Background: an optimization exercise with open tools, aiming at small area, a short achievable clock period and few clock cycles. Do not read the settings as production practice. The RTL was checked by simulation tests, not by an equivalence proof against the original design.

## AL
Design PN, start of the top module:
module PN (
    input clk,
    input rst_n,
    input [1:0] mode,
    input operator,
    input [2:0] in,
    input in_valid,
    output reg out_valid,
    output signed [31:0] out
);
For scale: roughly 1300 cells after synthesis, ~210 flip-flops, roughly 13000 um^2 of cells after synthesis.
==> flow/config.mk <==
export PLATFORM = sky130hd
export DESIGN_NAME = PN
export DESIGN_NICKNAME = PN
export VERILOG_FILES = /design/flow/design.v
export SDC_FILE = /design/flow/constraint.sdc
export NUM_CORES = 8
export LEC_CHECK = 0
export CAP_MARGIN = 20
export CORE_MARGIN = 2
export CORE_UTILIZATION = 55
export SLEW_MARGIN = 20
==> flow/constraint.sdc <==
create_clock -name core_clock -period 15.0 [get_ports {clk}]
set_input_delay 3.0000 -clock core_clock [delete_from_list [all_inputs] [get_ports {clk}]]
set_output_delay 3.0000 -clock core_clock [all_outputs]
set_load 0.01 [all_outputs]
standard.sh (not shown) runs the stock make flow with config.mk's settings and CLKGATE_MAP_FILE= SYNTH_SCRIPT=/design/flow/synth_recipe.tcl, a recipe that flattens the netlist after the stock synthesis.
==> flow/flow/run.sh <==
#!/bin/bash
# Own layout flow: the standard ORFS flow (standard.sh, unchanged synthesis),
# with two layout settings beyond the standard ones: ORFS's timing repair aims
# for a larger setup margin, and the port buffers are buf_4 cells. The clock
# period and constraints are the design's.
set -euo pipefail
cd "$(dirname "${BASH_SOURCE[0]}")/.."
bash standard.sh SETUP_SLACK_MARGIN=10.7 \
    "BUFFER_PORTS_ARGS=-buffer_cell sky130_fd_sc_hd__buf_4" finish > run_standard.log 2>&1
Testbench counts of AL, summed over its fixed seeds: cycles 36,846.
Input-level comparison between JK and AL:
-- flow/design.v --
<<< AL, line 465
    wire [2:0] acc_n = (alu_go || mulc || absn) ? res[2:0] : q_val ? h_val : acc[2:0];
    wire [2:0] opB_n = opBv_n ? H_n[2:0] : acc_n;
    wire [12:0] T_n = start_mulc ? acc[15:3] : mulc ? {2'd0, T[12:2]} : T;
    reg [1:0] st_tok, st_end;
    always @(*) begin
>>> JK, line 465
    wire [2:0] acc_n = (alu_go || mulc || absn) ? res[2:0] : q_val ? h_val : acc[2:0];
    wire [2:0] opB_n = opBv_n ? H_n[2:0] : acc_n;
    wire [12:0] T_n = start_mulc ? acc[15:3] : {2'd0, T[12:2]};   
    reg [1:0] st_tok, st_end;
    always @(*) begin
Findings:
- Having completed the whole flow, JK delivered a layout that passed the timing, design-rule and antenna checks.
- Diff AL and JK: vertical extent of the die lower in JK
- Taking AL over JK, the non-clock buffer instance count of the final layout ratio works out to 0.911.
- JK has register-to-register slack below what AL had.
- [JK] period utilization rose 0.27 points relative to AL
- Final critical delay including setup and external delays, AL and JK: lower on AL
- The final reports for JK and AL show number of distinct library cells after synthesis lower in the former.
- Re total number of sequential cells: AL and JK aren't equal, and the higher value belongs to AL.
Testbench counts of JK, summed over its fixed seeds: cycles 36,846.

* * *

PN, a different RTL version from the one above (not shown whole).
Size in the first run: ~210 flip-flops, roughly 42 I/O pins, roughly 0.013 mm^2 of cells after synthesis.
export LEC_CHECK = 0
export CAP_MARGIN = 20
export CORE_MARGIN = 2
export CORE_UTILIZATION = 55
export SLEW_MARGIN = 20
create_clock -name core_clock -period 15.0 [get_ports {clk}]
==> flow/flow/run.sh <==
#!/bin/bash
# Own layout flow: the standard ORFS flow (standard.sh, unchanged synthesis),
# with two layout settings beyond the standard ones: ORFS's timing repair aims
# for a larger setup margin, and the port buffers are buf_4 cells. The clock
# period and constraints are the design's.
set -euo pipefail
cd "$(dirname "${BASH_SOURCE[0]}")/.."
bash standard.sh SETUP_SLACK_MARGIN=10.6 \
    "BUFFER_PORTS_ARGS=-buffer_cell sky130_fd_sc_hd__buf_4" finish > run_standard.log 2>&1
Testbench counts at the start, summed over its fixed seeds: cycles 36,846.
Edit:
--- a/flow/design.v
+++ b/flow/design.v
@@ -343,45 +343,50 @@
     reg        hasval;
     reg [6:0]  S [0:6];
     reg [2:0]  sd;
     reg [15:0] B [0:2];
     wire [6:0] S0 = S[0];
     wire [6:0] S1 = S[1];
     reg        mulc, absn, absn_b, absn_o, casc, fin;
     reg [12:0] T;
+    reg [2:0]  dg;          
     reg [1:0]  bpos;        
     reg [1:0]  nb;          
     reg        rpend, hc;
     reg [1:0]  aop;         
     reg        opB_v;       
     reg        dm_mul;      
     reg        inv;         
     reg        mrow;        
     reg        swap;        
+    reg        mc_b0;       
+    reg        mc_sm;       
+    reg        r0_pass;     
+    reg        b_acc;       
     wire busy = mulc | absn;
     wire run = (st == S_RUN);
     wire take = run && !busy && !casc && hv;
     wire single = md[1];
     wire post = md[0];
     wire p_red = take && !post && !h_op && S0[4];
     wire p_op  = take && !post && h_op;
     wire p_set = take && !post && !h_op && !S0[4];
     wire q_op  = take && post && h_op;
     wire q_val = take && post && !h_op;
     wire c_step = run && !busy && casc;
     wire alu_go = p_red || q_op || c_step;
     wire [15:0] opA = S0[3] ? B[0] : {13'd0, S0[2:0]};
     wire [15:0] opB = opB_v ? {13'd0, h_val} : acc;
-    wire [15:0] mc = swap ? acc : opA;
-    wire e0 = swap ? S0[0] : opB[0];
-    wire e1 = mulc ? T[0] : (swap ? S0[1] : opB[1]);
-    wire e2 = mulc ? T[1] : (swap ? S0[2] : opB[2]);
-    wire [15:0] R0 = mulc ? acc : dm_mul ? (mc & {16{e0}}) : (absn ? 16'd0 : opA);
-    wire [15:0] bsel = absn ? acc : opB;
+    wire [15:0] mc = ({16{swap}} & acc) | ({16{mc_b0}} & B[0]) | ({13'd0, {3{mc_sm}} & S0[2:0]});
+    wire e0 = dg[0];
+    wire e1 = dg[1];
+    wire e2 = dg[2];
+    wire [15:0] R0 = ({16{mulc}} & acc) | ({16{dm_mul && e0}} & mc) | ({16{r0_pass}} & opA);
+    wire [15:0] bsel = b_acc ? acc : {13'd0, h_val};
     wire [15:0] R1 = mrow ? ((mc << 1) & {16{e1}}) : (bsel ^ {16{inv}});
     wire [15:0] R2 = mrow ? ((mc << 2) & {16{e2}}) : 16'd0;
     wire [15:0] cs = R0 ^ R1 ^ R2;
     wire [15:0] cc = (R0 & R1) | (R0 & R2) | (R1 & R2);
     wire [15:0] res = cs + {cc[14:0], inv};
     wire mul_more0 = !swap && !opB_v && (acc[15:3] != 13'd0);
     wire mul_more1 = (T[12:2] != 11'd0);
     wire start_mulc = alu_go && dm_mul && mul_more0;
@@ -451,16 +456,20 @@
     wire accbig_n = (alu_go || mulc || absn) ? 1'b1 : q_val ? 1'b0 : acc_big;
     wire [6:0] S0_n = s_push ? s_new
                     : s_popset ? {S1[6:5], 2'b11, S1[2:0]}
                     : s_pop ? S1
                     : p_set ? {S0[6:5], 2'b10, h_val}
                     : S0;
     wire [1:0] aop_n = post ? H_n[1:0] : S0_n[6:5];
     wire opBv_n = !post && !casc_n;
+    wire swap_n = !S0_n[3] && !opBv_n && accbig_n;
+    wire [2:0] acc_n = (alu_go || mulc || absn) ? res[2:0] : q_val ? h_val : acc[2:0];
+    wire [2:0] opB_n = opBv_n ? H_n[2:0] : acc_n;
+    wire [12:0] T_n = start_mulc ? acc[15:3] : mulc ? {2'd0, T[12:2]} : T;
     reg [1:0] st_tok, st_end;
     always @(*) begin
         st_tok = st;
         st_end = st;
         case (st)
             S_IDLE: st_tok = S_RUN;
             S_RUN: begin
                 if (final_done_n) st_tok = S_IDLE;
@@ -522,17 +531,21 @@
     end
     always @(posedge clk) begin
         H <= H_n;
         aop <= aop_n;
         opB_v <= opBv_n;
         dm_mul <= !mulc_n && !absn_n && (aop_n == 2'd2);
         inv <= (!mulc_n && !absn_n && (aop_n == 2'd1)) || absn_n;
         mrow <= mulc_n || (!absn_n && (aop_n == 2'd2));
-        swap <= !S0_n[3] && !opBv_n && accbig_n;
+        swap <= swap_n;
+        mc_b0 <= !swap_n && S0_n[3];
+        mc_sm <= !swap_n && !S0_n[3];
+        r0_pass <= !mulc_n && !absn_n && (aop_n != 2'd2);
+        b_acc <= absn_n || !opBv_n;
         if (in_valid) begin
             for (i = 6; i > 0; i = i - 1) Q[i] <= Q[i-1];
             Q[0] <= {operator, in};
         end
         if (st == S_IDLE && in_valid) md <= mode;
         if (alu_go || mulc || absn) begin
             acc <= res;
             acc_big <= 1'b1;
@@ -563,16 +576,18 @@
             B[0] <= res;
         end else if (bub0) begin
             B[0] <= B[1];
             B[1] <= B[0];
         end else if (bub1) begin
             B[1] <= B[2];
             B[2] <= B[1];
         end
-        if (start_mulc) T <= acc[15:3];
-        else if (mulc) T <= {2'd0, T[12:2]};
+        T <= T_n;
+        dg <= {mulc_n ? T_n[1] : (swap_n ? S0_n[2] : opB_n[2]),
+               mulc_n ? T_n[0] : (swap_n ? S0_n[1] : opB_n[1]),
+               swap_n ? S0_n[0] : opB_n[0]};
         if (!in_valid || bout || out_valid || (st == S_IDLE))
             out_r <= bout ? {{9{oval[6]}}, oval}
                    : (out_valid || abs_neg || ((st == S_IDLE) && !absn) || !fin_cand) ? 16'd0
                    : (b_third && !fwin) ? B[0] : res;
     end
 endmodule
Result:
- The changed run finished with timing, DRC and antenna clean
- non-clock buffer count falls by 16
- utilization falls by 0.68 points
- final area falls by 1.1%
- final cell count barely changes
- global-route usage rises by 0.57 points
- sequential cell count rises by 7
- sequential share of layout area rises by 0.98 points
Testbench counts after the change, summed over its fixed seeds: cycles 36,846.

* * *

PN with an RTL version that a note above also has.
For scale: about 210 flip-flops, about 42 I/O pins, ~12000 µm² of cells after synthesis.
clock: 15.0 ns
lec_check: 0
cap_margin: 20
core_margin: 2
core_utilization: 55
slew_margin: 20
==> flow/flow/run.sh <==
#!/bin/bash
# Own layout flow: the standard ORFS flow (standard.sh, unchanged synthesis),
# with two layout settings beyond the standard ones: ORFS's timing repair aims
# for a larger setup margin, and the port buffers are buf_4 cells. The clock
# period and constraints are the design's.
set -euo pipefail
cd "$(dirname "${BASH_SOURCE[0]}")/.."
bash standard.sh SETUP_SLACK_MARGIN=10.8 \
    "BUFFER_PORTS_ARGS=-buffer_cell sky130_fd_sc_hd__buf_4" finish > run_standard.log 2>&1
The starting point passed the timing, design-rule and antenna checks.
Testbench counts at the start, summed over its fixed seeds: cycles 36,846.
==> next run, changes <==
--- a/flow/design.v
+++ b/flow/design.v
@@ -342,52 +342,47 @@
     reg        acc_big;
     reg        hasval;
     reg [6:0]  S [0:6];
     reg [2:0]  sd;
     reg [15:0] B [0:2];
     wire [6:0] S0 = S[0];
     wire [6:0] S1 = S[1];
     reg        mulc, absn, absn_b, absn_o, casc, fin;
     reg [12:0] T;
-    reg [2:0]  dg;          
     reg [1:0]  bpos;        
     reg [1:0]  nb;          
     reg        rpend, hc;
     reg [1:0]  aop;         
     reg        opB_v;       
     reg        dm_mul;      
     reg        inv;         
     reg        mrow;        
     reg        swap;        
-    reg        mc_b0;       
-    reg        mc_sm;       
-    reg        r0_pass;     
-    reg        b_acc;       
     wire busy = mulc | absn;
     wire run = (st == S_RUN);
     wire take = run && !busy && !casc && hv;
     wire single = md[1];
     wire post = md[0];
     wire p_red = take && !post && !h_op && S0[4];
     wire p_op  = take && !post && h_op;
     wire p_set = take && !post && !h_op && !S0[4];
     wire q_op  = take && post && h_op;
     wire q_val = take && post && !h_op;
     wire c_step = run && !busy && casc;
     wire alu_go = p_red || q_op || c_step;
     wire [15:0] opA = S0[3] ? B[0] : {13'd0, S0[2:0]};
     wire [15:0] opB = opB_v ? {13'd0, h_val} : acc;
-    wire [15:0] mc = ({16{swap}} & acc) | ({16{mc_b0}} & B[0]) | ({13'd0, {3{mc_sm}} & S0[2:0]});
-    wire e0 = dg[0];
-    wire e1 = dg[1];
-    wire e2 = dg[2];
-    wire [15:0] R0 = ({16{mulc}} & acc) | ({16{dm_mul && e0}} & mc) | ({16{r0_pass}} & opA);
-    wire [15:0] bsel = b_acc ? acc : {13'd0, h_val};
+    wire [15:0] mc = swap ? acc : opA;
+    wire e0 = swap ? S0[0] : opB[0];
+    wire e1 = mulc ? T[0] : (swap ? S0[1] : opB[1]);
+    wire e2 = mulc ? T[1] : (swap ? S0[2] : opB[2]);
+    wire [15:0] R0 = mulc ? acc : dm_mul ? (mc & {16{e0}}) : (absn ? 16'd0 : opA);
+    wire [15:0] bsel = absn ? acc : opB;
     wire [15:0] R1 = mrow ? ((mc << 1) & {16{e1}}) : (bsel ^ {16{inv}});
     wire [15:0] R2 = mrow ? ((mc << 2) & {16{e2}}) : 16'd0;
     wire [15:0] cs = R0 ^ R1 ^ R2;
     wire [15:0] cc = (R0 & R1) | (R0 & R2) | (R1 & R2);
     wire [15:0] res = cs + {cc[14:0], inv};
     wire mul_more0 = !swap && !opB_v && (acc[15:3] != 13'd0);
     wire mul_more1 = (T[12:2] != 11'd0);
     wire start_mulc = alu_go && dm_mul && mul_more0;
     wire abs_neg = alu_go && (aop == 2'd3) && res[15];
@@ -455,22 +450,18 @@
     wire absn_n = abs_neg;
     wire accbig_n = (alu_go || mulc || absn) ? 1'b1 : q_val ? 1'b0 : acc_big;
     wire [6:0] S0_n = s_push ? s_new
                     : s_popset ? {S1[6:5], 2'b11, S1[2:0]}
                     : s_pop ? S1
                     : p_set ? {S0[6:5], 2'b10, h_val}
                     : S0;
     wire [1:0] aop_n = post ? H_n[1:0] : S0_n[6:5];
     wire opBv_n = !post && !casc_n;
-    wire swap_n = !S0_n[3] && !opBv_n && accbig_n;
-    wire [2:0] acc_n = (alu_go || mulc || absn) ? res[2:0] : q_val ? h_val : acc[2:0];
-    wire [2:0] opB_n = opBv_n ? H_n[2:0] : acc_n;
-    wire [12:0] T_n = start_mulc ? acc[15:3] : {2'd0, T[12:2]};   
     reg [1:0] st_tok, st_end;
     always @(*) begin
         st_tok = st;
         st_end = st;
         case (st)
             S_IDLE: st_tok = S_RUN;
             S_RUN: begin
                 if (final_done_n) st_tok = S_IDLE;
                 if (final_done_l) st_end = S_IDLE;
@@ -530,23 +521,19 @@
         end
     end
     always @(posedge clk) begin
         H <= H_n;
         aop <= aop_n;
         opB_v <= opBv_n;
         dm_mul <= !mulc_n && !absn_n && (aop_n == 2'd2);
         inv <= (!mulc_n && !absn_n && (aop_n == 2'd1)) || absn_n;
         mrow <= mulc_n || (!absn_n && (aop_n == 2'd2));
-        swap <= swap_n;
-        mc_b0 <= !swap_n && S0_n[3];
-        mc_sm <= !swap_n && !S0_n[3];
-        r0_pass <= !mulc_n && !absn_n && (aop_n != 2'd2);
-        b_acc <= absn_n || !opBv_n;
+        swap <= !S0_n[3] && !opBv_n && accbig_n;
         if (in_valid) begin
             for (i = 6; i > 0; i = i - 1) Q[i] <= Q[i-1];
             Q[0] <= {operator, in};
         end
         if (st == S_IDLE && in_valid) md <= mode;
         if (alu_go || mulc || absn) begin
             acc <= res;
             acc_big <= 1'b1;
         end else if (q_val) begin
@@ -575,19 +562,17 @@
         end else if (absn && absn_b) begin
             B[0] <= res;
         end else if (bub0) begin
             B[0] <= B[1];
             B[1] <= B[0];
         end else if (bub1) begin
             B[1] <= B[2];
             B[2] <= B[1];
         end
-        T <= T_n;
-        dg <= {mulc_n ? T_n[1] : (swap_n ? S0_n[2] : opB_n[2]),
-               mulc_n ? T_n[0] : (swap_n ? S0_n[1] : opB_n[1]),
-               swap_n ? S0_n[0] : opB_n[0]};
+        if (start_mulc) T <= acc[15:3];
+        else if (mulc) T <= {2'd0, T[12:2]};
         if (!in_valid || bout || out_valid || (st == S_IDLE))
             out_r <= bout ? {{9{oval[6]}}, oval}
                    : (out_valid || abs_neg || ((st == S_IDLE) && !absn) || !fin_cand) ? 16'd0
                    : (b_third && !fwin) ? B[0] : res;
     end
 endmodule
After rerunning: Global-route usage barely changes. Maximum frequency is higher by 3.7%. Wire length is lower by 0.42%. Clock-buffer cell count is lower by 4. Setup slack is better by 0.16 ns.
Testbench counts after the change, summed over its fixed seeds: cycles 36,846.

-- what the ideal ports hide --
Ports are ideal in the flow. The routed layouts listed here were re-timed in OpenROAD.
Step 1 (the two cells are an assumption about what drives the block):
set clk [get_ports {clk}]
set_driving_cell -lib_cell sky130_fd_sc_hd__clkbuf_16 $clk
set_driving_cell -lib_cell sky130_fd_sc_hd__buf_2 [delete_from_list [all_inputs] $clk]
Step 2 times the ports against the registers' clock, not the clock port: input delays grow and output delays shrink by t, the midpoint of the rising clock arrivals with the driver on.
a / b / c = ideal / step 1 / step 2; a / b = the first two.
| run | shift t [ns] | slack for setup (ns) | hold WS [ns] | worst setup path after step 2 |
|---|---|---|---|---|
| AL | 0.573 | 10.770 / 10.720 / 10.301 | 0.447 / 0.447 / 0.447 | input to register |
| JK | 0.574 | 10.729 / 10.715 / 10.483 | 0.446 / 0.446 / 0.446 | input to register |
| the first run of note 2 | 0.577 | 10.636 / 10.636 / 10.320 | 0.452 / 0.452 / 0.452 | input to register |
| the second run of note 2 | 0.578 | 10.698 / 10.698 / 10.359 | 0.448 / 0.448 / 0.448 | input to register |
| the first run of note 3 | 0.585 | 10.572 / 10.572 / 10.515 | 0.440 / 0.440 / 0.440 | input to register |
| the second run of note 3 | 0.575 | 10.731 / 10.699 / 10.514 | 0.451 / 0.451 / 0.451 | input to register |
After both steps every run listed still meets setup and hold. For AL, which loses most, drivers alone change the setup slack by -0.050 ns; drivers and shift together by -0.469 ns.
